Source: an optimization exercise on an open RTL-to-GDS flow (aim: small area). Production flows keep margins and buffers that such runs may drop.
In this exercise RTL edits were held to simulation tests only and were not proved equivalent to the original.
Power is estimated from default activity; no workload was simulated.

File: flow/config.mk
export PLATFORM = sky130hd
export DESIGN_NAME = cipher
export DESIGN_NICKNAME = cipher
export VERILOG_FILES = /design/flow/design.v
export SDC_FILE = /design/flow/constraint.sdc
export NUM_CORES = 4
export LEC_CHECK = 0
export CAP_MARGIN = 20
export CORE_MARGIN = 2
export CORE_UTILIZATION = 40
export SLEW_MARGIN = 20
File: flow/constraint.sdc
create_clock -name core_clock -period 5.0 [get_ports {clock}]
set_input_delay 1.0000 -clock core_clock [delete_from_list [all_inputs] [get_ports {clock}]]
set_output_delay 1.0000 -clock core_clock [all_outputs]
set_load 0.01 [all_outputs]
File: flow/design.v
module rcloss #(
    parameter FEEDBACK = 0,
    parameter KEYLEN = 64, 
    parameter FRAMENUMLEN = 22,
    parameter REGLEN = 0,
    parameter SYNCBITPOS = 0
)(
    input [KEYLEN + FRAMENUMLEN - 1:0] seq,
    input clock,
    input reset,
    input majority,
    output reg exposed,
    output reg sync
);
    integer counter;
    reg[REGLEN - 1:0] register;
    always @ (posedge clock) begin
        if (reset) begin
            if (counter == KEYLEN + FRAMENUMLEN) begin
                register = {REGLEN {1'b0}};
                counter = 0;
            end
            register[0] = register[0] ^ seq[counter];
            counter = counter + 1;
            register = {register[REGLEN - 2:0], ^(register & FEEDBACK)};
        end else begin
            counter = KEYLEN + FRAMENUMLEN;
            if (majority == register[SYNCBITPOS]) begin
                register = {register[REGLEN - 2:0], ^(register & FEEDBACK)};
            end
        end
        exposed = register[REGLEN - 1];
        sync = register[SYNCBITPOS];
    end
endmodule
module cipher #(
    parameter REG1LEN = 19,
    parameter REG2LEN = 22,
    parameter REG3LEN = 23,
    parameter MASK1 = 19'h07200,
    parameter MASK2 = 22'h300000,
    parameter MASK3 = 23'h700100,
    parameter SYNCBIT1 = 8,
    parameter SYNCBIT2 = 10,
    parameter SYNCBIT3 = 10,
    parameter FRAMENUMLEN = 22,
    parameter KEYLEN = 64,
    parameter CHUNKLEN = 114,
    parameter COUNTERLEN = 32
) (
    input in,
    input [FRAMENUMLEN + KEYLEN - 1:0] seq,
    input clock,
    input control,
    input reset,
    output out
);
    wire F;
    wire gamma;
    wire outR1;
    wire outR2;
    wire outR3;
    wire syncR1;
    wire syncR2;
    wire syncR3;
    rcloss #(.FEEDBACK(MASK1), .REGLEN(REG1LEN), .SYNCBITPOS(SYNCBIT1)) loss1 (
        .seq(seq),
        .clock(clock),
        .reset(reset),
        .majority(F),
        .exposed(outR1),
        .sync(syncR1)
    );
    rcloss #(.FEEDBACK(MASK2), .REGLEN(REG2LEN), .SYNCBITPOS(SYNCBIT2)) loss2 (
        .seq(seq),
        .clock(clock),
        .reset(reset),
        .majority(F),
        .exposed(outR2),
        .sync(syncR2)
    );
    rcloss #(.FEEDBACK(MASK3), .REGLEN(REG3LEN), .SYNCBITPOS(SYNCBIT3)) loss3 (
        .seq(seq),
        .clock(clock),
        .reset(reset),
        .majority(F),
        .exposed(outR3),
        .sync(syncR3)
    );
    assign gamma = outR1 ^ outR2 ^ outR3;
    assign F = syncR1 & syncR2 | syncR1 & syncR3 | syncR2 & syncR3;
    assign out = (control && !reset) ? in ^ gamma : 0;
endmodule
File: flow/run.sh
#!/bin/bash
# synth_recipe.tcl (not shown) runs the flow's synth.tcl, then flattens the netlist and writes it again
# the make line also repeats each setting of config.mk as NAME=value (left out here)
make -C /OpenROAD-flow-scripts/flow DESIGN_CONFIG=/design/flow/config.mk WORK_HOME=/design/flow/orfs CLKGATE_MAP_FILE= SYNTH_SCRIPT=/design/flow/synth_recipe.tcl finish
==> results of run 1 <==
worst register-to-register path, stage by stage, from the launching register on:
cell       delay (ns)
dfxtp_1          0.35
nor4_1           0.54
nand3_1          0.58
o31ai_4          0.74
a2111oi_0        0.22
a211o_2          0.34
a211oi_1         0.23
a2bb2o_4         0.25
a41oi_1          0.20
o21ai_1          0.08
cells in the final DEF (no fill, tap or decap), types with 9 or more instances in the layout:
cell type        Yosys  final
or3_1               24     24
nor4_1              20     20
nor2_1              96     96
dfxtp_1             96     95
o21ai_0             40     40
a21oi_1             40     40
a211oi_1            15     15
a31oi_1              9      9
o211ai_1            12     12
inv_1               25     24
buf_4                2     19
mux4_2              28     28
nand2_1             96     96
mux2_2              11     11
nor3_1              13     13
and2_1              70     70
xnor2_1             36     36
mux2i_1             20     20
and3_1              34     34
nand3_1             42     42
clkdlybuf4s50_1      0     90
nand4_1             11     11
edfxtp_1            64     64
a2111oi_0           10     10
clkbuf_16            0     17
xor2_1              45     45
worst min-delay path by stage:
stage | start | endpoint | depth (start not counted)
final | loss1.counter[19] | loss1.counter[19] | 2
after floorplan | loss3.counter[10] | loss3.counter[10] | 2
after global placement | loss2.counter[31] | loss2.counter[31] | 2
after detailed placement | loss1.counter[19] | loss1.counter[19] | 2
after CTS | loss2.counter[31] | loss2.counter[31] | 2
after global routing | loss3.counter[10] | loss3.counter[10] | 2
report_power, final:
group / leakage (nW) / switching (mW) / internal, mW
Combinational: 2.49 / 1.47 / 1.01
Clock: 0.280 / 0.638 / 0.713
Sequential: 1.49 / 0.177 / 1.79
Total: 4.26 / 2.29 / 3.52
metrics by stage:
stage	util, %	cells	total power [mW]
after detailed placement	44.7	1446	4.41
final	47.1	1478	5.80
after CTS	47.1	1478	5.78
after floorplan	-	1073	3.73
after global placement	44.7	1446	4.40
after global routing	47.1	1478	6.11
sequential cells by signal, summed over array words and instances (netlist names):
name and flops:
loss1.counter 32, loss2.register 22, loss3.counter 32, loss2.counter 32
loss3.register 23, loss1.register 19
routing by layer:
metal,global-route usage (%),wire length [um]
met1,32.8,13700
met2,34.9,13200
met3,4.07,2220
met4,9.41,979
met5,0,0
cells by family (layout without fill, tap and decap cells):
group	after synthesis	in the layout	share of synthesized area, %
DFF	160	160	38.2
AOI/OAI and AO/OA	218	218	15.5
and+or+nand+nor	453	453	23.6
adders and majority gates	7	7	0.845
xor gates and xnor gates	81	81	7.04
muxes	62	62	10.2
buffers and inverters	92	167	4.56
layout make-up:
cell class	count	area (um2)	share of cell area [%]
Multi-Input combinational cell	821	5770	49.0
Timing Repair Buffer	109	1040	8.87
Tap cell	330	413	3.51
Inverter	26	97.6	0.830
Clock inverter	15	173	1.47
Sequential cell	160	3840	32.7
Clock buffer	17	425	3.62
==> results.tsv, run 1 <==
metric	value	unit
routed-via-count	8781	
synth-warning-count	3	
ioPinCount	91	
r2r_setup_slack	1.21	ns
drive_above_1_share	10.2	%
crit_path_end_kind	flip-flop	
postCtsHoldBufs	0	
slew_headroom	37.7	%
vdd_drop_max	0.000274	V
critPathLaunchType	flip-flop	
period_share	75.7	%
synth_fp_nets	1169	
ys_seq_area_share	38.2	%
tightest_slew	0.933	ns
p_leak	4.26	nW
preCtsSetupSlack	1.34	ns
die_x	163	um
grt_pass1_vias	8231	
wl	30100	um
drv_cap	0	
post_drt_via_cell_ratio	5.94	
gp_congestion	0.934	
cp_slowest_cell	o31ai_4	
grt_start_max_net_pins	50	
ys_async_sr_fraction	0	%
synth.top_cell.area_share	19.1	%
rows	58	
wl_per_cell	20.4	um
crit_cells	9	
setup_viol	0	
power.density	493	mW/mm2
hold_violations	0	
clock_sinks	160	
grt_overflow	0	
synthCells	1073	
nets	1231	
track_usage	23.1	%
synth_area_per_cell	9.39	um2
ant_nets	0	
r2r_cells	9	
core	0.0250	mm2
yosysTopAreaCell	dfxtp_1	
period_needed	3.79	ns
startpoint	loss1.counter[23]	
syn-cell-area	0.0101	mm2
die-area	0.0265	mm2
r2r-end	loss1.register[1]	
tns	0	ns
syn2layout_area_growth	16.8	%
n_antenna_cell	0	
grt_pass1_wl	47100	um
hold_class	flip-flop to flip-flop	
outcome	finished clean	
htree_levels	4	
io_buffers	90	
max_stage_delay	0.73	ns
critPathMaxFanout	12	
synth_commonest_cells	dfxtp_1 (96), nand2_1 (96), nor2_1 (96), and2_1 (70), edfxtp_1 (64)	
cts_buffers	17	
nFillCells	2402	
synth_flop_cell	dfxtp_1	
timing.final.ws_setup	1.21	ns
rsz0062_at_grt	false	
hpwl	21600	um
slew_violations	0	
start_util	40.3	%
critPathCapture	loss1.register[1]	
dr.pass1.iters	5	
synthDistinctLibCells	85	
drtIter0Drc	682	
ctsResizeCount	0	
clock_latency	0.44	ns
cts_root_buf	clkbuf_16	
fmax	264	MHz
cts_tree	done	
finalInstanceArea	0.0118	mm2
crit_family	compound AO/OA/AOI/OAI gates	
ys_ff_latch	160	
synth_edf_count	64	
die_h	163	um
clock_path_buffers	2	
crit_arrival	3.97	ns
cp_cell_sequence	nor4_1 > nand3_1 > o31ai_4 > a2111oi_0 > a211o_2 > a211oi_1 > a2bb2o_4 > a41oi_1 > o21ai_1	
hold_ws	0.503	ns
timing.rr.start	loss1.counter[23]	
clk_pin_slew	0.07	ns
worstSetupPathType	flip-flop to flip-flop	
place_area	0.0112	mm2
worstPathBufferInverterCount	0	
synthTopCellsByArea	dfxtp_1 (19%), edfxtp_1 (19%), mux4_2 (6.3%)	
grt_antenna_before_repair	0	
worst_ep_required_time	5.18	ns
cts_setup_buffers	0	
finClkSkew	0.0153	ns
drc	0	
==> inputs of run 2 (changes only) <==
==> flow/design.v (replaced) <==
module rcloss #(
    parameter REGLEN = 19,
    parameter FEEDBACK = 0,
    parameter SYNCBITPOS = 0
) (
    input clock,
    input load,        
    input first,
    input keybit,      
    input majority,
    output exposed,
    output sync
);
    reg [REGLEN - 1:0] register;
    wire sh = (majority == register[SYNCBITPOS]);
    wire a = load ? ~first : sh;
    wire b = ~load & ~sh;
    wire [REGLEN - 1:0] shifted = {register[REGLEN - 2:1], register[0] & ~(load & first), ^(register & FEEDBACK)};
    wire [REGLEN - 1:0] inj = {{(REGLEN - 2){1'b0}}, keybit, 1'b0};
    always @(posedge clock)
        register <= (({REGLEN {a}} & shifted) | ({REGLEN {b}} & register)) ^ inj;
    assign exposed = register[REGLEN - 1];
    assign sync = register[SYNCBITPOS];
endmodule
module cipher (
    input in,
    input [85:0] seq,
    input clock,
    input control,
    input reset,
    output out
);
    reg [6:0] counter;
    always @(posedge clock)
        counter <= reset ? counter + 7'd1 : 7'd0;
    wire first = (counter == 7'd0);
    wire keybit = reset & seq[counter];
    wire F;
    wire outR1, outR2, outR3;
    wire syncR1, syncR2, syncR3;
    rcloss #(.REGLEN(19), .FEEDBACK(19'h07200), .SYNCBITPOS(8)) loss1 (
        .clock(clock), .load(reset), .first(first), .keybit(keybit),
        .majority(F), .exposed(outR1), .sync(syncR1));
    rcloss #(.REGLEN(22), .FEEDBACK(22'h300000), .SYNCBITPOS(10)) loss2 (
        .clock(clock), .load(reset), .first(first), .keybit(keybit),
        .majority(F), .exposed(outR2), .sync(syncR2));
    rcloss #(.REGLEN(23), .FEEDBACK(23'h700100), .SYNCBITPOS(10)) loss3 (
        .clock(clock), .load(reset), .first(first), .keybit(keybit),
        .majority(F), .exposed(outR3), .sync(syncR3));
    assign F = syncR1 & syncR2 | syncR1 & syncR3 | syncR2 & syncR3;
    assign out = (control && !reset) ? in ^ outR1 ^ outR2 ^ outR3 : 1'b0;
endmodule
==> flow/flow/run.sh (new file) <==
#!/bin/bash
# Own layout flow: the standard layout, with an area-oriented ABC mapping
# in synthesis and the ports buffered with the smallest buffer.
set -euo pipefail
W=$(pwd)
export MY_WORK=$W
export MY_ABC_SCRIPT=$W/flow/abc.script
bash standard.sh SYNTH_SCRIPT=$W/flow/synth.tcl \
  "BUFFER_PORTS_ARGS=-buffer_cell sky130_fd_sc_hd__buf_1" finish > $W/make_finish.log 2>&1
==> flow/flow/abc.script (new file) <==
strash
&get -n
&dch -f
&nf -R 1000
&put
topo
==> flow/flow/synth.tcl (new file) <==
# The standard flow's synthesis script, with the technology mapping of the logic done by
# a different ABC script (flow/abc.script, area-oriented). The registers and
# everything else are as synth_recipe.tcl makes them.
proc abc {args} {
  set out {}
  set skip 0
  foreach a $args {
    if {$skip} { set skip 0; continue }
    if {$a eq "-script"} {
      lappend out -script $::env(MY_ABC_SCRIPT)
      set skip 1
      continue
    }
    lappend out $a
  }
  yosys abc {*}$out
}
source $::env(MY_WORK)/synth_recipe.tcl
==> flow/standard.sh (new file) <==
#!/bin/bash
# synth_recipe.tcl (not shown) runs the flow's synth.tcl, then flattens the netlist and writes it again
# the make line also repeats each setting of config.mk as NAME=value (left out here)
make -C /OpenROAD-flow-scripts/flow DESIGN_CONFIG=/design/flow/config.mk WORK_HOME=/design/flow/orfs CLKGATE_MAP_FILE= SYNTH_SCRIPT=/design/flow/synth_recipe.tcl "${@:-finish}"
--- a/flow/config.mk
+++ b/flow/config.mk
@@ -7,2 +7,3 @@
 export LEC_CHECK = 0
+export ABC_AREA = 1
 export CAP_MARGIN = 20
removed: flow/run.sh
==> results.tsv, run 2 <==
metric	value	unit
synth.top_cell.area_share	47.7	%
nets	425	
vdd_drop_max	0.000123	V
p_leak	1.34	nW
synthDistinctLibCells	22	
hpwl	4210	um
tightest_slew	0.986	ns
whs_endpoint	loss1.register[18]	
largest-register	loss3.register	
drc	0	
largest_reg_flops	23	
ys_seq_area_share	47.7	%
rsz0062_at_grt	false	
synthCells	225	
fmax	329	MHz
outcome	finished clean	
ys_async_sr_fraction	0	%
ioPinCount	91	
min_from	loss1.register[17]	
drive_above_1_share	15.7	%
yosysTopAreaCell	dfxtp_1	
synth_commonest_cells	dfxtp_1 (71), a22o_1 (61), mux4_2 (26), nor2_1 (13), xnor2_1 (11)	
die_x	90.4	um
cts_buffers	9	
grt_start_max_net_pins	26	
post_drt_via_cell_ratio	5.25	
ctsResizeCount	0	
n_antenna_cell	0	
synth.area.mux_share	21.4	%
synthXorXnorAreaFrac	4.40	%
dr.pass1.iters	4	
final_common_cell	buf_1	
synth_area_per_cell	13.3	um2
synth_fp_nets	317	
syn2layout_area_growth	25.5	%
hold_class	flip-flop to flip-flop	
synth_flop_cell	dfxtp_1	
crit_family	multiplexers	
clock_sinks	71	
crit_path_end_kind	flip-flop	
synth-warning-count	4	
synth_top_family_by_area	multiplexers	
postCtsHoldBufs	0	
finClkSkew	0.00601	ns
clock_path_buffers	2	
total_power	1.31	mW
multi_input_area	0.00157	mm2
period_needed	3.04	ns
max_stage_delay	0.91	ns
worstPathBufferInverterCount	1	
ys_ff_latch	71	
worstSetupPathType	flip-flop to flip-flop	
ant_nets	0	
htree_levels	3	
whs_path_depth	1	
cp_cell_sequence	buf_4 > mux4_2 > mux4_2 > mux2i_1 > nor2_1 > a21oi_1 > nor2_1 > a21oi_1 > nor2b_1 > xnor2_1	
place_area	0.00351	mm2
final_util	51.6	%
yosysMostFrequentCell	dfxtp_1	
clock_latency	0.34	ns
crit_arrival	3.25	ns
cts_root_buf	clkbuf_8	
wl	5960	um
rows	31	
drtIter0Drc	74	
cp_slowest_cell	dfxtp_1	
r2r_setup_slack	1.96	ns
wl_per_cell	13.6	um
synth_edf_count	0	
grt_pass1_vias	2276	
start_util	41.1	%
cts_setup_buffers	0	
nFillCells	678	
routed-via-count	2295	
r2r_cells	10	
period_share	60.7	%
critPathLaunchType	flip-flop	
io_buffers	90	
tns	0	ns
final-seq-area	0.00142	mm2
syn-cell-area	0.00298	mm2
cts_tree	done	
setup_viol	0	
track_usage	15.3	%
r2r-end	loss3.register[1]	
yosys.area_share.simple	5.33	%
synthTopCellsByArea	dfxtp_1 (48%), mux4_2 (20%), a22o_1 (18%)	
die_h	90.4	um
grt_antenna_before_repair	0	
clk_pin_slew	0.08	ns
grt_overflow	0	
timing.rr.start	counter[0]	
hold_ws	0.471	ns
grt_pass1_wl	10200	um
gp_congestion	0.782	
core	0.00725	mm2
critPathMaxFanout	17	
hold_violations	0	
finalInstanceArea	0.00374	mm2
synth_compound_area_share	20.2	%
layout_common_cells	buf_1 (90), dfxtp_1 (71), a22o_1 (61)	
power.density	350	mW/mm2
die-area	0.00816	mm2
worst_ep_required_time	5.22	ns
slew_violations	0	
drv_cap	0	
yosys.area_share.adder	0.839	%
slew_headroom	34.2	%
-- run 2: how the worst max path moves through the flow --
stage,cells after the start,startpoint,end
global placement,6,reset,loss1.register[1]
global route,10,counter[0],loss3.register[1]
floorplan,4,reset,loss3.register[1]
detailed placement,6,reset,loss1.register[1]
finish,10,counter[0],loss3.register[1]
CTS,9,counter[0],loss3.register[1]
-- run 2: metrics by stage --
stage / std cells / setup WS (ns)
2_1_floorplan: 225 / 1.52
3_3_place_gp: 421 / 1.85
3_5_place_dp: 421 / 1.82
4_1_cts: 437 / 1.91
5_1_grt: 437 / 1.62
6_report: 437 / 1.96
-- run 2: power by group --
group / internal [mW] / leakage, nW / total, mW / switching (mW)
registers: 0.600 / 0.576 / 0.634 / 0.0333
clock network: 0.297 / 0.109 / 0.514 / 0.217
logic: 0.100 / 0.658 / 0.162 / 0.0618
total: 0.997 / 1.34 / 1.31 / 0.312
-- run 2: final cells by class --
cell class	instances	share of cell area [%]
repair buffers	97	10.4
inverters	2	0.200
flip-flops and latches	71	38.0
multi-input cells	152	42.0
clock inverters	6	2.47
well taps	99	3.31
clock buffers	10	3.68
-- run 2: metal layers --
layer | vias to the layer above | track usage [%] | wire (um)
li1 | 1131 | - | -
met1 | 1086 | 20.2 | 2830
met2 | 72 | 24.2 | 2750
met3 | 6 | 3.51 | 297
met4 | 0 | 6.67 | 85
met5 | - | 0 | 0
-- run 2: cells by family after synthesis --
family | after synthesis
compound gates | 72
flops | 71
simple gates | 32
mux | 31
xor+xnor | 15
buf+inv | 2
fa+ha+maj | 2
-- run 2: worst reg2reg max path, stage by stage (launching register included) --
cell	delay, ns
dfxtp_1	0.91
buf_4	0.32
mux4_2	0.51
mux4_2	0.47
mux2i_1	0.14
nor2_1	0.05
a21oi_1	0.11
nor2_1	0.05
a21oi_1	0.11
nor2b_1	0.10
xnor2_1	0.13
==> inputs of run 3 (changes only) <==
--- a/flow/flow/run.sh
+++ b/flow/flow/run.sh
@@ -8,2 +8,2 @@
 bash standard.sh SYNTH_SCRIPT=$W/flow/synth.tcl \
-  "BUFFER_PORTS_ARGS=-buffer_cell sky130_fd_sc_hd__buf_1" finish > $W/make_finish.log 2>&1
+  "BUFFER_PORTS_ARGS=-buffer_cell sky130_fd_sc_hd__buf_1" "CTS_ARGS=-sink_clustering_enable -repair_clock_nets -dont_use_dummy_load -buf_list sky130_fd_sc_hd__clkbuf_4 -sink_clustering_size 24 -sink_clustering_max_diameter 200" finish > $W/make_finish.log 2>&1
==> results.tsv, run 3 <==
metric	value	unit
outcome	finished clean	
synth_edf_count	0	
die-area	0.00816	mm2
core	0.00725	mm2
clock_path_buffers	2	
wl	5890	um
total_power	1.04	mW
ctsResizeCount	0	
crit_path_end_kind	flip-flop	
fmax	331	MHz
worstSetupPathType	flip-flop to flip-flop	
p_leak	1.28	nW
ys_seq_area_share	47.7	%
synthCells	225	
slew_headroom	33.8	%
power.density	291	mW/mm2
slew_violations	0	
cp_slowest_cell	dfxtp_1	
cts_setup_buffers	0	
startpoint	counter[0]	
nFillCells	689	
ant_nets	0	
ys_ff_latch	71	
yosysTopAreaCell	dfxtp_1	
cts_root_buf	clkbuf_4	
clock_latency	0.40	ns
dr.pass1.iters	6	
tightest_slew	0.992	ns
critPathMaxFanout	17	
drive_above_1_share	13.9	%
synthDistinctLibCells	22	
n_antenna_cell	0	
syn2layout_area_growth	20.1	%
post_drt_via_cell_ratio	5.27	
hold_class	flip-flop to flip-flop	
min_from	loss1.register[7]	
die_x	90.4	um
yosysMostFrequentCell	dfxtp_1	
synth_commonest_cells	dfxtp_1 (71), a22o_1 (61), mux4_2 (26), nor2_1 (13), xnor2_1 (11)	
clock_sinks	71	
start_util	41.1	%
whs_path_depth	1	
drtIter0Drc	54	
clk_pin_slew	0.12	ns
cts_buffers	9	
ioPinCount	91	
cts_tree	done	
io_buffers	90	
worstPathBufferInverterCount	1	
grt_overflow	0	
grt_pass1_wl	10100	um
finClkSkew	0.0391	ns
die_h	90.4	um
rsz0062_at_grt	false	
routed-via-count	2264	
max_stage_delay	0.91	ns
wl_per_cell	13.7	um
worst_ep_required_time	5.26	ns
period_needed	3.03	ns
r2r_setup_slack	1.97	ns
r2r-end	loss3.register[1]	
track_usage	15.1	%
drv_cap	0	
place_area	0.00351	mm2
postCtsHoldBufs	0	
r2r_cells	10	
rows	31	
synth-warning-count	4	
crit_arrival	3.28	ns
synth_fp_nets	317	
synthTopCellsByArea	dfxtp_1 (48%), mux4_2 (20%), a22o_1 (18%)	
grt_start_max_net_pins	26	
hold_ws	0.454	ns
synth.top_cell.area_share	47.7	%
cp_cell_sequence	buf_4 > mux4_2 > mux4_2 > mux2i_1 > nor2_1 > a21oi_1 > nor2_1 > a21oi_1 > nor2b_1 > xnor2_1	
largest-register	loss3.register	
grt_antenna_before_repair	0	
finalInstanceArea	0.00358	mm2
synth_flop_cell	dfxtp_1	
ys_async_sr_fraction	0	%
setup_viol	0	
period_share	60.5	%
gp_congestion	0.782	
hpwl	4210	um
layout_common_cells	buf_1 (90), dfxtp_1 (71), a22o_1 (61)	
vdd_drop_max	0.0000911	V
syn-cell-area	0.00298	mm2
final_common_cell	buf_1	
critPathLaunchType	flip-flop	
grt_pass1_vias	2269	
nets	425	
drc	0	
timing.rr.start	counter[0]	
whs_endpoint	loss1.register[8]	
crit_family	multiplexers	
largest_reg_flops	23	
hold_violations	0	
tns	0	ns
synth_area_per_cell	13.3	um2
htree_levels	3	
==> run 3: cell counts after synthesis <==
Identical to the previous run, type by type.
==> run 3: worst max-delay path by stage <==
stage,cells after the start,slack [ns],end
after floorplan,4,1.52,loss3.register[1]
after global placement,6,1.85,loss1.register[1]
after detailed placement,6,1.82,loss1.register[1]
after CTS,9,1.92,loss3.register[1]
after global routing,10,1.61,loss3.register[1]
final,10,1.97,loss3.register[1]
==> run 3: metal layers <==
metal / wire length [um] / part of all wire [%] / track usage (%) / vias up
li1: - / - / - / 1126
met1: 2820 / 48 / 20.0 / 1062
met2: 2700 / 46 / 23.9 / 69
met3: 286 / 4.9 / 3.26 / 7
met4: 83 / 1.4 / 6.67 / 0
met5: 0 / 0 / 0 / -
==> run 3: cell families after synthesis <==
family                     after synthesis  synth area share [%]
AOI/OAI and AO/OA                       72                  20.2
DFF                                     71                  47.7
and+or+nand+nor                         32                  5.33
muxes                                   31                  21.4
xor gates and xnor gates                15                  4.40
buffers and inverters                    2                 0.252
adders and majority gates                2                 0.839
==> run 3: per-stage QoR <==
stage               std cells  util, %  worst slack (ns)
finish                    430     49.4              1.97
detailed placement        421     48.4              1.82
floorplan                 225        -              1.52
global route              430     49.4              1.61
CTS                       430     49.4              1.92
global placement          421     48.4              1.85
==> run 3: final cells by class <==
type	count	area [um2]	area share [%]
multi-input combinational	152	1570	43.9
sequential	71	1420	39.7
clock buffer	9	67.6	1.89
timing repair buffer	97	390	10.9
inverter	2	7.51	0.210
tap	99	124	3.46
==> run 3: power breakdown <==
| group | switching [mW] | internal [mW] | total [mW] |
|---|---|---|---|
| sequential | 0.0333 | 0.600 | 0.634 |
| combinational | 0.0619 | 0.100 | 0.162 |
| clock | 0.165 | 0.0838 | 0.248 |
==> inputs of run 4 (changes only) <==
==> flow/flow/run.sh (replaced) <==
#!/bin/bash
# Own layout flow: the standard layout, with an area-oriented ABC mapping
# in synthesis and the ports buffered with the smallest buffer.
set -euo pipefail
W=$(pwd)
export MY_WORK=$W
export MY_ABC_SCRIPT=$W/flow/abc.script
bash standard.sh SYNTH_SCRIPT=$W/flow/synth.tcl \
  "BUFFER_PORTS_ARGS=-buffer_cell sky130_fd_sc_hd__buf_1" "CTS_ARGS=-sink_clustering_enable -repair_clock_nets -dont_use_dummy_load -buf_list sky130_fd_sc_hd__clkbuf_4 -sink_clustering_size 18 -sink_clustering_max_diameter 300 -root_buf sky130_fd_sc_hd__clkbuf_4" finish > $W/make_finish.log 2>&1
==> results.tsv, run 4 <==
metric	value	unit
ys_seq_area_share	47.7	%
finClkSkew	0.0391	ns
syn-cell-area	0.00298	mm2
gp_congestion	0.782	
largest-register	loss3.register	
clk_pin_slew	0.12	ns
cts_setup_buffers	0	
layout_common_cells	buf_1 (90), dfxtp_1 (71), a22o_1 (61)	
drv_cap	0	
critPathLaunchType	flip-flop	
worstSetupPathType	flip-flop to flip-flop	
worst_ep_required_time	5.26	ns
synth_fp_nets	317	
syn2layout_area_growth	20.1	%
vdd_drop_max	0.0000911	V
cts_tree	done	
final_common_cell	buf_1	
wl	5890	um
critPathMaxFanout	17	
hpwl	4210	um
multi_input_area	0.00157	mm2
dr.pass1.iters	6	
power.density	291	mW/mm2
p_leak	1.28	nW
hold_class	flip-flop to flip-flop	
fmax	331	MHz
clock_path_buffers	2	
clock_sinks	71	
ioPinCount	91	
die_x	90.4	um
synth_area_per_cell	13.3	um2
cts_buffers	9	
ys_ff_latch	71	
tightest_slew	0.992	ns
die-area	0.00816	mm2
clock_latency	0.40	ns
grt_pass1_vias	2269	
largest_reg_flops	23	
io_buffers	90	
drive_above_1_share	13.9	%
yosysMostFrequentCell	dfxtp_1	
drc	0	
setup_viol	0	
total_power	1.04	mW
period_needed	3.03	ns
tns	0	ns
cts_root_buf	clkbuf_4	
rsz0062_at_grt	false	
start_util	41.1	%
nets	425	
yosysTopAreaCell	dfxtp_1	
r2r_cells	10	
grt_overflow	0	
synthTopCellsByArea	dfxtp_1 (48%), mux4_2 (20%), a22o_1 (18%)	
synthDistinctLibCells	22	
grt_antenna_before_repair	0	
routed-via-count	2264	
die_h	90.4	um
track_usage	15.1	%
final-seq-area	0.00142	mm2
synth_commonest_cells	dfxtp_1 (71), a22o_1 (61), mux4_2 (26), nor2_1 (13), xnor2_1 (11)	
rows	31	
crit_path_end_kind	flip-flop	
slew_violations	0	
slew_headroom	33.8	%
wl_per_cell	13.7	um
ant_nets	0	
postCtsHoldBufs	0	
grt_start_max_net_pins	26	
whs_path_depth	1	
htree_levels	3	
synth_flop_cell	dfxtp_1	
hold_violations	0	
synth_edf_count	0	
post_drt_via_cell_ratio	5.27	
synth.top_cell.area_share	47.7	%
drtIter0Drc	54	
crit_arrival	3.28	ns
outcome	finished clean	
ctsResizeCount	0	
synthCells	225	
core	0.00725	mm2
n_antenna_cell	0	
ys_async_sr_fraction	0	%
period_share	60.5	%
grt_pass1_wl	10100	um
synth-warning-count	4	
nFillCells	689	
run 4: routing by layer:
layer	track usage, %	share of wire, %	up-vias	wire (um)
li1	-	-	1126	-
met4	6.67	1.4	0	83
met2	23.9	46	69	2700
met1	20.0	48	1062	2820
met3	3.26	4.9	7	286
met5	0	0	-	0
run 4: through the flow:
step | utilization [%] | hold WS [ns] | instance area [um2] | cells | setup WS (ns)
6_report | 49.4 | 0.454 | 3580 | 430 | 1.97
3_5_place_dp | 48.4 | 0.455 | 3510 | 421 | 1.82
5_1_grt | 49.4 | 0.482 | 3580 | 430 | 1.61
2_1_floorplan | - | 0.443 | 2980 | 225 | 1.52
3_3_place_gp | 48.4 | 0.453 | 3510 | 421 | 1.85
4_1_cts | 49.4 | 0.458 | 3580 | 430 | 1.92
run 4: path summary, 6_finish.rpt:
path / from / endpoint / slack (ns)
setup / recovery: counter[0] / loss3.register[1] / 1.97
hold / removal: loss1.register[7] / loss1.register[8] / 0.45
setup reg to reg: counter[0] / loss3.register[1] / 1.97
hold reg to reg: loss1.register[7] / loss1.register[8] / 0.45
run 4: layout make-up:
class	instances	share of cell area [%]
flip-flops and latches	71	39.7
multi-input cells	152	43.9
well taps	99	3.46
clock buffers	9	1.89
inverters	2	0.210
repair buffers	97	10.9
run 4: logic make-up (layout without fill, tap and decap cells):
group,count (synthesis),after routing,share of synthesized area [%]
multiplexers,31,31,21.4
adder cells (fa/ha/maj),2,2,0.839
AO/OA/AOI/OAI,72,72,20.2
buffers and inverters,2,108,0.252
XOR/XNOR,15,15,4.40
flip-flops,71,71,47.7
AND/OR/NAND/NOR,32,32,5.33
run 4: report_power, final:
group | leakage [nW] | switching [mW] | total (mW) | internal, mW
Clock | 0.0414 | 0.165 | 0.248 | 0.0838
Sequential | 0.576 | 0.0333 | 0.634 | 0.600
Combinational | 0.658 | 0.0619 | 0.162 | 0.100
run 4: critical path: stages, from the launching register on:
cell	delay, ns
dfxtp_1	0.91
buf_4	0.32
mux4_2	0.50
mux4_2	0.47
mux2i_1	0.15
nor2_1	0.05
a21oi_1	0.11
nor2_1	0.05
a21oi_1	0.11
nor2b_1	0.10
xnor2_1	0.13
==> inputs of run 5 (changes only) <==
==> flow/flow/run.sh (replaced) <==
#!/bin/bash
# Own layout flow: the standard layout, with an area-oriented ABC mapping
# in synthesis and the ports buffered with the smallest buffer.
set -euo pipefail
W=$(pwd)
export MY_WORK=$W
export MY_ABC_SCRIPT=$W/flow/abc.script
bash standard.sh SYNTH_SCRIPT=$W/flow/synth.tcl \
  "BUFFER_PORTS_ARGS=-buffer_cell sky130_fd_sc_hd__buf_1" "CTS_ARGS=-sink_clustering_enable -repair_clock_nets -dont_use_dummy_load -buf_list sky130_fd_sc_hd__clkbuf_4" finish > $W/make_finish.log 2>&1
==> results.tsv, run 5 <==
metric	value	unit
outcome	finished clean	
die-area	0.00816	mm2
io_buffers	90	
syn2layout_area_growth	20.1	%
grt_pass1_wl	10100	um
rows	31	
critPathLaunchType	flip-flop	
tightest_slew	0.992	ns
track_usage	15.1	%
finClkSkew	0.0391	ns
slew_violations	0	
rsz0062_at_grt	false	
ys_async_sr_fraction	0	%
gp_congestion	0.782	
critPathMaxFanout	17	
grt_pass1_vias	2269	
drc	0	
final-seq-area	0.00142	mm2
start_util	41.1	%
nFillCells	689	
p_leak	1.28	nW
vdd_drop_max	0.0000911	V
ctsResizeCount	0	
synth-warning-count	4	
place_inst	421	
yosysTopAreaCell	dfxtp_1	
ant_nets	0	
nets	425	
crit_path_end_kind	flip-flop	
postCtsHoldBufs	0	
multi_input_area	0.00157	mm2
hold_class	flip-flop to flip-flop	
yosysMostFrequentCell	dfxtp_1	
dr.pass1.iters	6	
hold_ws	0.454	ns
timing.final.ws_setup	1.97	ns
synth_edf_count	0	
clk_pin_slew	0.12	ns
synth_flop_cell	dfxtp_1	
grt_overflow	0	
period_needed	3.03	ns
synth.top_cell.area_share	47.7	%
place_area	0.00351	mm2
cts_root_buf	clkbuf_4	
total_power	1.04	mW
largest-register	loss3.register	
n_antenna_cell	0	
worst_ep_required_time	5.26	ns
cp_cell_sequence	buf_4 > mux4_2 > mux4_2 > mux2i_1 > nor2_1 > a21oi_1 > nor2_1 > a21oi_1 > nor2b_1 > xnor2_1	
preCtsSetupSlack	1.82	ns
wl_met2	2700	um
synthCells	225	
grt_start_max_net_pins	26	
hold_violations	0	
drive_above_1_share	13.9	%
ioPinCount	91	
cts_tree	done	
period_share	60.5	%
crit_family	multiplexers	
grt_antenna_before_repair	0	
wl_met1	2820	um
cts_buffers	9	
finalInstanceArea	0.00358	mm2
final_util	49.4	%
clock_latency	0.40	ns
die_x	90.4	um
synth_fp_nets	317	
core	0.00725	mm2
synthTopCellsByArea	dfxtp_1 (48%), mux4_2 (20%), a22o_1 (18%)	
drv_cap	0	
cp_slowest_cell	dfxtp_1	
fmax	331	MHz
tns	0	ns
layout_common_cells	buf_1 (90), dfxtp_1 (71), a22o_1 (61)	
synth_commonest_cells	dfxtp_1 (71), a22o_1 (61), mux4_2 (26), nor2_1 (13), xnor2_1 (11)	
crit_arrival	3.28	ns
setup_viol	0	
slew_headroom	33.8	%
power.density	291	mW/mm2
synthDistinctLibCells	22	
final_common_cell	buf_1	
die_h	90.4	um
wl	5890	um
max_stage_delay	0.91	ns
cts_setup_buffers	0	
clock_path_buffers	2	
top_layer	met4	
hpwl	4210	um
drtIter0Drc	54	
ys_ff_latch	71	
post_drt_via_cell_ratio	5.27	
worstSetupPathType	flip-flop to flip-flop	
ys_seq_area_share	47.7	%
htree_levels	3	
worstPathBufferInverterCount	1	
routed-via-count	2264	
wl_met3	286	um
clock_sinks	71	
layout.cells.non_filler	430	
largest_reg_flops	23	
wl_per_cell	13.7	um
synth_area_per_cell	13.3	um2
syn-cell-area	0.00298	mm2
==> run 5: cell counts after synthesis <==
No cell type changed its count.
==> run 5: final cells by class <==
class,count,area share (%)
multi-input cells,152,43.9
flip-flops and latches,71,39.7
repair buffers,97,10.9
well taps,99,3.46
clock buffers,9,1.89
inverters,2,0.210
==> run 5: path summary, 6_finish.rpt <==
check | startpoint | endpoint | slack (ns) | cells past startpoint
max | counter[0] | loss3.register[1] | 1.97 | 10
min | loss1.register[7] | loss1.register[8] | 0.45 | 1
max reg2reg | counter[0] | loss3.register[1] | 1.97 | 10
min reg2reg | loss1.register[7] | loss1.register[8] | 0.45 | 1
==> run 5: per-layer routing <==
layer / vias to the layer above / GRT usage [%]
li1: 1126 / -
met1: 1062 / 20.0
met2: 69 / 23.9
met3: 7 / 3.26
met4: 0 / 6.67
met5: - / 0
==> run 5: logic make-up after synthesis <==
kind of cell	after synthesis	share of synthesized area, %
simple gates	32	5.33
compound gates	72	20.2
flops	71	47.7
mux	31	21.4
buf+inv	2	0.252
xor+xnor	15	4.40
fa+ha+maj	2	0.839
==> run 5: power by group <==
part	internal, mW	switching (mW)
clock	0.0838	0.165
combinational	0.100	0.0619
sequential	0.600	0.0333
==> inputs of run 6 (changes only) <==
--- a/flow/config.mk
+++ b/flow/config.mk
@@ -8,5 +8,5 @@
 export ABC_AREA = 1
-export CAP_MARGIN = 20
+export CAP_MARGIN = 0
 export CORE_MARGIN = 2
 export CORE_UTILIZATION = 40
-export SLEW_MARGIN = 20
+export SLEW_MARGIN = 0
==> results.tsv, run 6 <==
metric	value	unit
routed-via-count	2275	
synth.top_cell.area_share	47.7	%
start_util	41.1	%
synth_top_family_by_area	multiplexers	
cp_slowest_cell	dfxtp_1	
synth_fp_nets	317	
largest_reg_flops	23	
preCtsSetupSlack	1.82	ns
clock_latency	0.40	ns
worstSetupPathType	flip-flop to flip-flop	
nets	425	
rows	31	
ant_nets	0	
track_usage	15.1	%
synth-warning-count	4	
drive_above_1_share	13.6	%
total_power	1.04	mW
finClkSkew	0.0391	ns
synth_compound_area_share	20.2	%
synth_edf_count	0	
grt_overflow	0	
grt_antenna_before_repair	0	
clock_sinks	71	
synth_commonest_cells	dfxtp_1 (71), a22o_1 (61), mux4_2 (26), nor2_1 (13), xnor2_1 (11)	
ys_ff_latch	71	
grt_start_max_net_pins	26	
drc	0	
synthXorXnorAreaFrac	4.40	%
tightest_slew	1.16	ns
final_common_cell	buf_1	
drtIter0Drc	63	
tns	0	ns
die_x	90.4	um
htree_levels	3	
synthTopCellsByArea	dfxtp_1 (48%), mux4_2 (20%), a22o_1 (18%)	
vdd_drop_max	0.0000908	V
core	0.00725	mm2
n_antenna_cell	0	
crit_arrival	3.28	ns
io_buffers	90	
synthCells	225	
synthDistinctLibCells	22	
clk_pin_slew	0.12	ns
yosys.area_share.simple	5.33	%
hold_class	flip-flop to flip-flop	
layout.cells.non_filler	430	
ys_seq_area_share	47.7	%
hold_violations	0	
ys_async_sr_fraction	0	%
p_leak	1.28	nW
wl_per_cell	13.7	um
yosysTopAreaCell	dfxtp_1	
grt_pass1_vias	2269	
rsz0062_at_grt	false	
layout_common_cells	buf_1 (90), dfxtp_1 (71), a22o_1 (61)	
period_needed	3.02	ns
cts_setup_buffers	0	
ioPinCount	91	
synth.area.mux_share	21.4	%
drv_cap	0	
dr.pass1.iters	6	
largest-register	loss3.register	
die_h	90.4	um
ctsResizeCount	0	
timing.final.ws_setup	1.98	ns
cts_tree	done	
syn-cell-area	0.00298	mm2
power.density	291	mW/mm2
slew_violations	0	
synth_flop_cell	dfxtp_1	
critPathLaunchType	flip-flop	
crit_path_end_kind	flip-flop	
worst_ep_required_time	5.26	ns
syn2layout_area_growth	20.0	%
grt_pass1_wl	10100	um
cts_root_buf	clkbuf_4	
post_drt_via_cell_ratio	5.29	
max_stage_delay	0.91	ns
yosys.area_share.adder	0.839	%
setup_viol	0	
yosysMostFrequentCell	dfxtp_1	
place_inst	421	
fmax	331	MHz
worstPathBufferInverterCount	1	
crit_family	multiplexers	
outcome	finished clean	
period_share	60.5	%
postCtsHoldBufs	0	
wl	5900	um
gp_congestion	0.782	
cts_buffers	9	
hpwl	4210	um
slew_headroom	22.1	%
critPathMaxFanout	17	
die-area	0.00816	mm2
synth_area_per_cell	13.3	um2
clock_path_buffers	2	
cp_cell_sequence	buf_4 > mux4_2 > mux4_2 > mux2i_1 > nor2_1 > a21oi_1 > nor2_1 > a21oi_1 > nor2b_1 > xnor2_1	
run 6: cell counts after synthesis:
No cell type changed its count.
run 6: worst paths after layout:
kind	start	to	slack [ns]	cells after the start
setup / recovery	counter[0]	loss3.register[1]	1.98	10
hold / removal	loss1.register[7]	loss1.register[8]	0.45	1
setup reg to reg	counter[0]	loss3.register[1]	1.98	10
hold reg to reg	loss1.register[7]	loss1.register[8]	0.45	1
run 6: kinds of logic (layout without fill, tap and decap cells):
family                   count (synthesis)  after routing
adder cells (fa/ha/maj)                  2              2
AO/OA/AOI/OAI                           72             72
XOR/XNOR                                15             15
multiplexers                            31             31
flip-flops                              71             71
AND/OR/NAND/NOR                         32             32
buffers and inverters                    2            108
run 6: layout make-up:
class	count	area, um2
Clock buffer	9	67.6
Fill cell	690	3670
Inverter	2	7.51
Multi-Input combinational cell	152	1570
Sequential cell	71	1420
Tap cell	99	124
Timing Repair Buffer	97	390
run 6: metal layers:
layer	routed length [um]	up-vias	track usage, %
met5	0	-	0
met4	108	0	6.67
met3	292	11	3.26
met2	2690	74	23.9
met1	2810	1065	20.0
li1	-	1125	-
run 6: report_power, final:
part,total (mW),switching (mW),internal [mW]
Clock,0.248,0.164,0.0838
Combinational,0.162,0.0618,0.0999
Sequential,0.634,0.0332,0.600
run 6: per-stage QoR:
step | utilization (%) | hold slack, ns | cell area (um2)
2_1_floorplan | - | 0.443 | 2980
3_3_place_gp | 48.4 | 0.453 | 3510
3_5_place_dp | 48.4 | 0.455 | 3510
4_1_cts | 49.4 | 0.458 | 3580
5_1_grt | 49.4 | 0.482 | 3580
6_report | 49.4 | 0.453 | 3580
==> inputs of run 7 (changes only) <==
--- a/flow/design.v
+++ b/flow/design.v
@@ -32,7 +32,21 @@
 );
-    reg [6:0] counter;
+    reg [2:0] lo;
+    reg [4:0] hi;
     always @(posedge clock)
-        counter <= reset ? counter + 7'd1 : 7'd0;
-    wire first = (counter == 7'd0);
-    wire keybit = reset & seq[counter];
+        if (reset) begin
+            lo <= {lo[1:0], lo[2]};
+            hi <= hi + {4'd0, lo[2]};
+        end else begin
+            lo <= 3'b001;
+            hi <= 5'd0;
+        end
+    wire first = lo[0] & (hi == 5'd0);
+    wire [87:0] seqx = {2'b00, seq};
+    reg [28:0] group;
+    integer j;
+    always @* begin
+        for (j = 0; j < 29; j = j + 1)
+            group[j] = seqx[3 * j] & lo[0] | seqx[3 * j + 1] & lo[1] | seqx[3 * j + 2] & lo[2];
+    end
+    wire keybit = reset & group[hi];
     wire F;
--- a/flow/config.mk
+++ b/flow/config.mk
@@ -8,5 +8,6 @@
 export ABC_AREA = 1
-export CAP_MARGIN = 0
+export CAP_MARGIN = 20
 export CORE_MARGIN = 2
-export CORE_UTILIZATION = 40
-export SLEW_MARGIN = 0
+export CORE_UTILIZATION = 75
+export PLACE_DENSITY = 0.85
+export SLEW_MARGIN = 20
==> results.tsv, run 7 <==
metric	value	unit
outcome	finished clean	
nets	431	
r2r-end	loss3.register[1]	
intPower	0.749	mW
dr.pass1.iters	15	
critPathLaunchType	input port	
slew_headroom	30.8	%
synth-warning-count	4	
die_x	65.3	um
synthXorXnorAreaFrac	4.04	%
grt_pass1_vias	2595	
tightest_slew	1.04	ns
cts_buffers	9	
ctsResizeCount	0	
synth_commonest_cells	dfxtp_1 (72), a22o_1 (61), a222oi_1 (26), a21oi_1 (8), nor2_1 (8)	
synthTopCellsByArea	dfxtp_1 (51%), a22o_1 (19%), a222oi_1 (9.2%)	
grt_overflow	0	
r2r_setup_slack	2.31	ns
synth_top_family_by_area	compound AO/OA/AOI/OAI gates	
htree_levels	3	
setup_viol	0	
syn2layout_area_growth	18.5	%
cts_setup_buffers	0	
wl_per_cell	19.9	um
clock_latency	0.40	ns
worstSetupPathType	input port to primary output	
finalInstanceArea	0.00334	mm2
synthDistinctLibCells	23	
die-area	0.00427	mm2
synth.area.mux_share	6.21	%
ioPinCount	91	
rows	22	
ant_nets	0	
drv_cap	0	
slew_violations	0	
drc	0	
p_comb_share	12.5	%
synth_compound_area_share	32.7	%
clock_path_buffers	2	
hold_violations	0	
p_seq_share	62.5	%
fmax	328	MHz
postCtsHoldBufs	0	
yosysMostFrequentCell	dfxtp_1	
place_area	0.00327	mm2
yosys.area_share.adder	0.887	%
cts_root_buf	clkbuf_4	
p_leak	1.20	nW
ys_ff_latch	72	
crit_path_end_kind	primary output	
tns	0	ns
io_buffers	90	
final_common_cell	buf_1	
final_util	91.9	%
grt_start_max_net_pins	31	
gp_congestion	0.813	
p_sw	0.255	mW
n_antenna_cell	0	
layout.cells.non_filler	385	
critPathMaxFanout	2	
period_needed	3.05	ns
crit_arrival	2.05	ns
die_h	65.3	um
r2r_cells	6	
grt_pass1_wl	11900	um
drive_above_1_share	7.12	%
sw_frac_of_total	25.4	%
largest_reg_flops	23	
cts_tree	done	
yosysTopAreaCell	dfxtp_1	
clk_pin_slew	0.11	ns
timing.rr.start	lo[0]	
synth_area_per_cell	12.1	um2
synth_flop_cell	dfxtp_1	
finClkSkew	0.0336	ns
grt_antenna_before_repair	0	
vdd_drop_max	0.000250	V
track_usage	37.3	%
synthCells	233	
syn-cell-area	0.00282	mm2
rsz0062_at_grt	false	
period_share	61.0	%
synth_fp_nets	325	
routed-via-count	2693	
clock_sinks	72	
synth_edf_count	0	
start_util	77.6	%
place_inst	376	
hold_class	flip-flop to flip-flop	
min_from	loss2.register[16]	
largest-register	loss3.register	
wl	7650	um
whs_path_depth	1	
yosys.area_share.simple	5.06	%
ys_async_sr_fraction	0	%
core	0.00363	mm2
ys_seq_area_share	51.1	%
hpwl	5240	um
post_drt_via_cell_ratio	6.99	
synth.top_cell.area_share	51.1	%
drtIter0Drc	365	
power.density	301	mW/mm2
worst_ep_required_time	4.00	ns
p_clk_share	25.0	%
layout_common_cells	buf_1 (90), dfxtp_1 (72), a22o_1 (61)	
whs_endpoint	loss2.register[17]	
-- run 7: changes by cell type after synthesis, moves of 3 or more --
cell,change
mux4_2,-20
nor2b_1,-3
nor2_1,-5
a222oi_1,+26
xnor2_1,-4
nand2_1,+3
a22oi_1,+3
a21oi_1,+4
-- run 7: critical path: stages --
cell and delay (ns):
buf_1 0.08, xnor2_1 0.13, xnor2_1 0.25, o21ai_0 0.12, a211oi_1 0.29, buf_1 0.19
-- run 7: metal layers --
layer	GRT usage, %	vias to the layer above	wire, um
met3	12.3	28	662
met4	17.2	0	260
li1	-	1205	-
met5	0	-	0
met2	64.7	187	3910
met1	41.3	1273	2820
-- run 7: kinds of logic (layout without fill, tap and decap cells) --
group	Yosys count	in the layout
flip-flops	72	72
adder cells (fa/ha/maj)	2	2
AND/OR/NAND/NOR	29	29
XOR/XNOR	13	13
buffers and inverters	0	104
AO/OA/AOI/OAI	107	107
multiplexers	10	10
-- run 7: layout make-up --
type                    count  area [um2]
repair buffers             95         375
multi-input cells         161        1400
well taps                  48        60.1
fillers                   122         293
clock buffers               9        67.6
flip-flops and latches     72        1440
-- run 7: power by group through the flow --
stage | sequential (mW) | combinational (mW) | clock (mW)
detailed placement | 0.639 | 0.121 | 0
floorplan | 0.630 | 0.0752 | 0
global route | 0.631 | 0.136 | 0.282
finish | 0.627 | 0.126 | 0.251
global placement | 0.637 | 0.114 | 0
CTS | 0.626 | 0.123 | 0.254
-- run 7: worst max path at each step --
stage | from | end | slack (ns)
2_1_floorplan | reset | loss3.register[1] | 1.52
3_3_place_gp | reset | loss1.register[1] | 1.96
3_5_place_dp | reset | loss1.register[1] | 1.86
4_1_cts | in | out | 2.00
5_1_grt | in | out | 1.93
6_report | in | out | 1.95
-- run 7: stage by stage --
step                      power [mW]  setup WS [ns]  hold WS, ns
final                           1.00           1.95        0.466
after global placement         0.750           1.96        0.449
after floorplan                0.705           1.52        0.443
after detailed placement       0.759           1.86        0.457
after CTS                       1.00           2.00        0.469
after global routing            1.05           1.93        0.478
==> inputs of run 8 (changes only) <==
--- a/flow/config.mk
+++ b/flow/config.mk
@@ -10,4 +10,3 @@
 export CORE_MARGIN = 2
-export CORE_UTILIZATION = 75
-export PLACE_DENSITY = 0.85
+export CORE_UTILIZATION = 65
 export SLEW_MARGIN = 20
==> results.tsv, run 8 <==
metric	value	unit
outcome	finished clean	
clock_path_buffers	2	
largest-register	loss3.register	
cts_root_buf	clkbuf_4	
tightest_slew	1.08	ns
n_antenna_cell	0	
postCtsHoldBufs	0	
ioPinCount	91	
multi_input_area	0.00139	mm2
yosysTopAreaCell	dfxtp_1	
synth.top_cell.area_share	51.1	%
drtIter0Drc	248	
clk_pin_slew	0.09	ns
grt_pass1_vias	2291	
synth_fp_nets	325	
rsz0062_at_grt	false	
critPathMaxFanout	2	
post_drt_via_cell_ratio	6.40	
nFillCells	281	
worst_ep_required_time	4.00	ns
cp_cell_sequence	buf_1 > xnor2_1 > xnor2_1 > o21ai_0 > a211oi_1 > buf_1	
routed-via-count	2475	
drive_above_1_share	6.82	%
ys_async_sr_fraction	0	%
dr.pass1.iters	9	
ys_ff_latch	72	
wl	6180	um
worstSetupPathType	input port to primary output	
die-area	0.00488	mm2
period_share	59.3	%
setup_viol	0	
final_common_cell	buf_1	
drc	0	
synth_edf_count	0	
slew_violations	0	
htree_levels	3	
synthTopCellsByArea	dfxtp_1 (51%), a22o_1 (19%), a222oi_1 (9.2%)	
crit_family	XOR/XNOR gates	
syn-cell-area	0.00282	mm2
wl_per_cell	16.0	um
vdd_drop_max	0.000237	V
final-seq-area	0.00144	mm2
ctsResizeCount	0	
synth-warning-count	4	
period_needed	2.96	ns
track_usage	26.0	%
layout_common_cells	buf_1 (90), dfxtp_1 (72), a22o_1 (61)	
timing.final.ws_setup	2.04	ns
critPathLaunchType	input port	
fmax	337	MHz
clock_latency	0.39	ns
die_x	69.9	um
cts_buffers	9	
nets	431	
synth_area_per_cell	12.1	um2
synth_commonest_cells	dfxtp_1 (72), a22o_1 (61), a222oi_1 (26), a21oi_1 (8), nor2_1 (8)	
finClkSkew	0.0353	ns
hold_violations	0	
grt_overflow	0	
tns	0	ns
syn2layout_area_growth	18.5	%
place_inst	378	
hpwl	4220	um
slew_headroom	27.8	%
cp_slowest_cell	a211oi_1	
largest_reg_flops	23	
ys_seq_area_share	51.1	%
power.density	294	mW/mm2
synthCells	233	
hold_class	flip-flop to flip-flop	
grt_pass1_wl	10200	um
crit_path_end_kind	primary output	
grt_start_max_net_pins	31	
p_leak	1.20	nW
gp_congestion	0.860	
synth_flop_cell	dfxtp_1	
grt_antenna_before_repair	0	
synthDistinctLibCells	23	
layout.cells.non_filler	387	
cts_setup_buffers	0	
clock_sinks	72	
yosysMostFrequentCell	dfxtp_1	
cts_tree	done	
max_stage_delay	0.24	ns
preCtsSetupSlack	1.88	ns
ant_nets	0	
start_util	69.0	%
rows	23	
crit_arrival	1.96	ns
core	0.00409	mm2
io_buffers	90	
worstPathBufferInverterCount	2	
die_h	69.9	um
drv_cap	0	
## run 8: final timing paths
kind,startpoint,end,slack (ns),cells after the start
min reg2reg,loss1.register[4],loss1.register[5],0.46,1
max,in,out,2.04,6
max reg2reg,lo[0],loss1.register[1],2.29,6
min,loss1.register[4],loss1.register[5],0.46,1
## run 8: cell families (layout without fill, tap and decap cells)
group / after synthesis / count (layout) / share of synthesized area (%)
multiplexers: 10 / 10 / 6.21
adder cells (fa/ha/maj): 2 / 2 / 0.887
flip-flops: 72 / 72 / 51.1
AO/OA/AOI/OAI: 107 / 107 / 32.7
buffers and inverters: 0 / 104 / 0
XOR/XNOR: 13 / 13 / 4.04
AND/OR/NAND/NOR: 29 / 29 / 5.06
## run 8: layout make-up
type / count / share of cell area, %
clock buffers: 9 / 2.02
repair buffers: 95 / 11.2
well taps: 50 / 1.87
multi-input cells: 161 / 41.7
flip-flops and latches: 72 / 43.1
## run 8: power by group
| part | switching [mW] | internal, mW | total, mW |
|---|---|---|---|
| sequential | 0.0282 | 0.597 | 0.625 |
| combinational | 0.0506 | 0.0682 | 0.119 |
| clock | 0.155 | 0.0838 | 0.238 |
| total | 0.233 | 0.749 | 0.983 |
## run 8: through the flow
step                util, %  cell area, um2  power, mW  hold WS [ns]
floorplan                 -            2820      0.705         0.443
global placement       80.1            3270      0.752         0.447
detailed placement     80.1            3270      0.755         0.453
CTS                    81.8            3340      0.991         0.455
global route           81.8            3340       1.03         0.482
finish                 81.8            3340      0.983         0.463
## run 8: routing by layer
metal  GRT usage (%)  vias up  share of wire [%]
li1                -     1210                  -
met2            38.0       94                 46
met3            8.37        6                6.9
met4            8.97        0               0.89
met5               0        -                  0
met1            36.5     1165                 46
==> inputs of run 9 (changes only) <==
--- a/flow/design.v
+++ b/flow/design.v
@@ -32,21 +32,7 @@
 );
-    reg [2:0] lo;
-    reg [4:0] hi;
+    reg [6:0] counter;
     always @(posedge clock)
-        if (reset) begin
-            lo <= {lo[1:0], lo[2]};
-            hi <= hi + {4'd0, lo[2]};
-        end else begin
-            lo <= 3'b001;
-            hi <= 5'd0;
-        end
-    wire first = lo[0] & (hi == 5'd0);
-    wire [87:0] seqx = {2'b00, seq};
-    reg [28:0] group;
-    integer j;
-    always @* begin
-        for (j = 0; j < 29; j = j + 1)
-            group[j] = seqx[3 * j] & lo[0] | seqx[3 * j + 1] & lo[1] | seqx[3 * j + 2] & lo[2];
-    end
-    wire keybit = reset & group[hi];
+        counter <= reset ? counter + 7'd1 : 7'd0;
+    wire first = (counter == 7'd0);
+    wire keybit = reset & seq[counter];
     wire F;
==> flow/run.sh (new file) <==
#!/bin/bash
# synth_recipe.tcl (not shown) runs the flow's synth.tcl, then flattens the netlist and writes it again
# the make line also repeats each setting of config.mk as NAME=value (left out here)
make -C /OpenROAD-flow-scripts/flow DESIGN_CONFIG=/design/flow/config.mk WORK_HOME=/design/flow/orfs CLKGATE_MAP_FILE= SYNTH_SCRIPT=/design/flow/synth_recipe.tcl finish
--- a/flow/config.mk
+++ b/flow/config.mk
@@ -7,6 +7,5 @@
 export LEC_CHECK = 0
-export ABC_AREA = 1
 export CAP_MARGIN = 20
 export CORE_MARGIN = 2
-export CORE_UTILIZATION = 65
+export CORE_UTILIZATION = 40
 export SLEW_MARGIN = 20
removed: flow/flow/run.sh
removed: flow/flow/abc.script
removed: flow/flow/synth.tcl
removed: flow/standard.sh
==> results.tsv, run 9 <==
metric	value	unit
total_power	1.34	mW
grt_antenna_before_repair	0	
layout_common_cells	clkdlybuf4s50_1 (90), dfxtp_1 (71), a22o_1 (60)	
rows	32	
drive_above_1_share	10.3	%
final_common_cell	clkdlybuf4s50_1	
die-area	0.00883	mm2
fmax	292	MHz
largest-register	loss3.register	
largest_reg_flops	23	
synth.area.mux_share	16.9	%
ys_ff_latch	71	
synthTopCellsByArea	dfxtp_1 (44%), a22o_1 (16%), mux4_1 (6.5%)	
yosysTopAreaCell	dfxtp_1	
clock_sinks	71	
grt_start_max_net_pins	26	
r2r_cells	9	
worstSetupPathType	input port to primary output	
tightest_slew	0.934	ns
hpwl	5340	um
critPathMaxFanout	1	
slew_violations	0	
nets	456	
ctsResizeCount	0	
wl	7260	um
die_h	94.0	um
period_share	68.5	%
dr.pass1.iters	4	
cts_buffers	9	
outcome	finished clean	
track_usage	17.9	%
clock_latency	0.33	ns
synth_top_family_by_area	compound AO/OA/AOI/OAI gates	
synth_edf_count	0	
ys_seq_area_share	43.9	%
vdd_drop_max	0.000163	V
synth_flop_cell	dfxtp_1	
final_util	56.7	%
rsz0062_at_grt	false	
syn-cell-area	0.00324	mm2
synth-warning-count	4	
synth_commonest_cells	dfxtp_1 (71), a22o_1 (60), nor2_1 (16), clkbuf_1 (14)	
yosys.area_share.adder	0.773	%
p_leak	1.66	nW
synth.top_cell.area_share	43.9	%
drtIter0Drc	101	
slew_headroom	37.6	%
r2r_setup_slack	2.34	ns
synthDistinctLibCells	41	
setup_viol	0	
n_antenna_cell	0	
critPathLaunchType	input port	
synth_fp_nets	371	
hold_class	flip-flop to flip-flop	
hold_violations	0	
preCtsSetupSlack	1.55	ns
die_x	94.0	um
whs_endpoint	loss3.register[13]	
start_util	41.7	%
clock_path_buffers	2	
crit_arrival	2.43	ns
worst_ep_required_time	4.00	ns
drc	0	
grt_pass1_wl	12300	um
min_from	loss3.register[12]	
ys_async_sr_fraction	0	%
gp_congestion	0.748	
wl_per_cell	15.4	um
post_drt_via_cell_ratio	5.32	
timing.final.ws_setup	1.57	ns
synth_compound_area_share	20.9	%
syn2layout_area_growth	36.1	%
tns	0	ns
ioPinCount	91	
finClkSkew	0.00890	ns
hold_ws	0.469	ns
htree_levels	3	
timing.rr.start	counter[0]	
ant_nets	0	
routed-via-count	2500	
grt_pass1_vias	2613	
whs_path_depth	1	
core	0.00777	mm2
crit_path_end_kind	primary output	
grt_overflow	0	
yosys.area_share.simple	8.04	%
clk_pin_slew	0.08	ns
power.density	304	mW/mm2
postCtsHoldBufs	0	
cts_tree	done	
synthXorXnorAreaFrac	4.87	%
period_needed	3.43	ns
cts_setup_buffers	0	
cts_root_buf	clkbuf_8	
yosysMostFrequentCell	dfxtp_1	
synthCells	279	
drv_cap	0	
synth_area_per_cell	11.6	um2
io_buffers	90	
startpoint	in	
r2r-end	loss1.register[1]	
-- run 9: cell count changes after synthesis, moves of 4 or more --
cell      change
xor2_1        +4
inv_1         +4
mux2i_1       +6
nor3_1        -4
a31oi_1       +5
a222oi_1     -26
nand3_1       +4
nor2_1        +8
mux4_1        +8
clkbuf_1     +14
and2_0        -5
-- run 9: cell families (layout without fill, tap and decap cells) --
group,after synthesis,after routing
AO/OA/AOI/OAI,82,82
XOR/XNOR,18,18
adder cells (fa/ha/maj),2,2
buffers and inverters,29,118
flip-flops,71,71
multiplexers,30,30
AND/OR/NAND/NOR,47,47
-- run 9: per-layer routing --
layer / share of wire, % / vias up / wire (um) / global-route usage, %
met5: 0 / - / 0 / 0
li1: - / 1253 / - / -
met1: 44 / 1170 / 3210 / 22.9
met4: 1.5 / 0 / 107 / 5.43
met3: 4.9 / 11 / 355 / 4.90
met2: 49 / 66 / 3590 / 29.4
-- run 9: how the worst max path moves through the flow --
stage,endpoint,slack (ns),depth (start not counted)
after global placement,out,1.57,5
after CTS,out,1.55,5
after global routing,out,1.47,4
after detailed placement,out,1.55,4
after floorplan,out,2.53,3
final,out,1.57,5
-- run 9: through the flow --
stage | std cells | area (um2)
floorplan | 279 | 3240
global placement | 454 | 4190
detailed placement | 455 | 4200
global route | 470 | 4400
finish | 470 | 4400
CTS | 470 | 4400
-- run 9: worst max-delay path, stage by stage --
cell and delay [ns]:
clkdlybuf4s50_1 0.47, xnor2_1 0.13, xnor2_1 0.13, and3_1 0.17
clkdlybuf4s50_1 0.53
-- run 9: power by group --
group / internal [mW] / switching, mW
Clock: 0.257 / 0.208
Combinational: 0.149 / 0.0847
Sequential: 0.610 / 0.0321
-- run 9: area by class of cell --
| type | instances | area [um2] |
|---|---|---|
| clock inverters | 4 | 55.1 |
| repair buffers | 98 | 965 |
| clock buffers | 11 | 151 |
| fillers | 673 | 3360 |
| inverters | 5 | 18.8 |
| multi-input cells | 179 | 1670 |
| flip-flops and latches | 71 | 1420 |
| well taps | 102 | 128 |

-- afterwards: timing with drivers on the ports --
How much do the figures lean on ideal ports? The routed layouts below were timed once more, with nothing changed but the port constraints.
Step 1 sets driving cells, clkbuf_16 on the clock port and buf_2 on the other inputs (assumed; they add their load-dependent delay and slew).
Step 2 also shifts input and output timing later by t, the mid clock arrival at the registers, as if the neighbouring blocks saw the same clock.
Slacks: ideal ports / drivers / drivers and shift; pairs: ideal ports / drivers.
run | t, ns | slack for setup (ns) | worst setup path at the end | latest minus earliest clock arrival (ns)
run 1 | 0.480 | 1.214 / 1.214 / 1.214 | register to register | 0.018 / 0.018
run 2 | 0.360 | 1.963 / 1.963 / 1.963 | register to register | 0.006 / 0.007
run 3 | 0.407 | 1.975 / 1.975 / 1.975 | register to register | 0.039 / 0.039
run 4 | 0.407 | 1.975 / 1.975 / 1.975 | register to register | 0.039 / 0.039
run 5 | 0.407 | 1.975 / 1.975 / 1.975 | register to register | 0.039 / 0.039
run 6 | 0.406 | 1.976 / 1.976 / 1.782 | input to register | 0.039 / 0.039
run 7 | 0.412 | 1.952 / 1.928 / 1.928 | input to output | 0.034 / 0.034
run 8 | 0.395 | 2.036 / 2.011 / 1.845 | input to register | 0.036 / 0.035
run 9 | 0.358 | 1.573 / 1.549 / 1.535 | input to register | 0.009 / 0.009
After both steps every run listed still meets setup and hold. The setup slack of run 6, which loses most, moves by 0.000 ns with the drivers and by -0.194 ns with both steps.
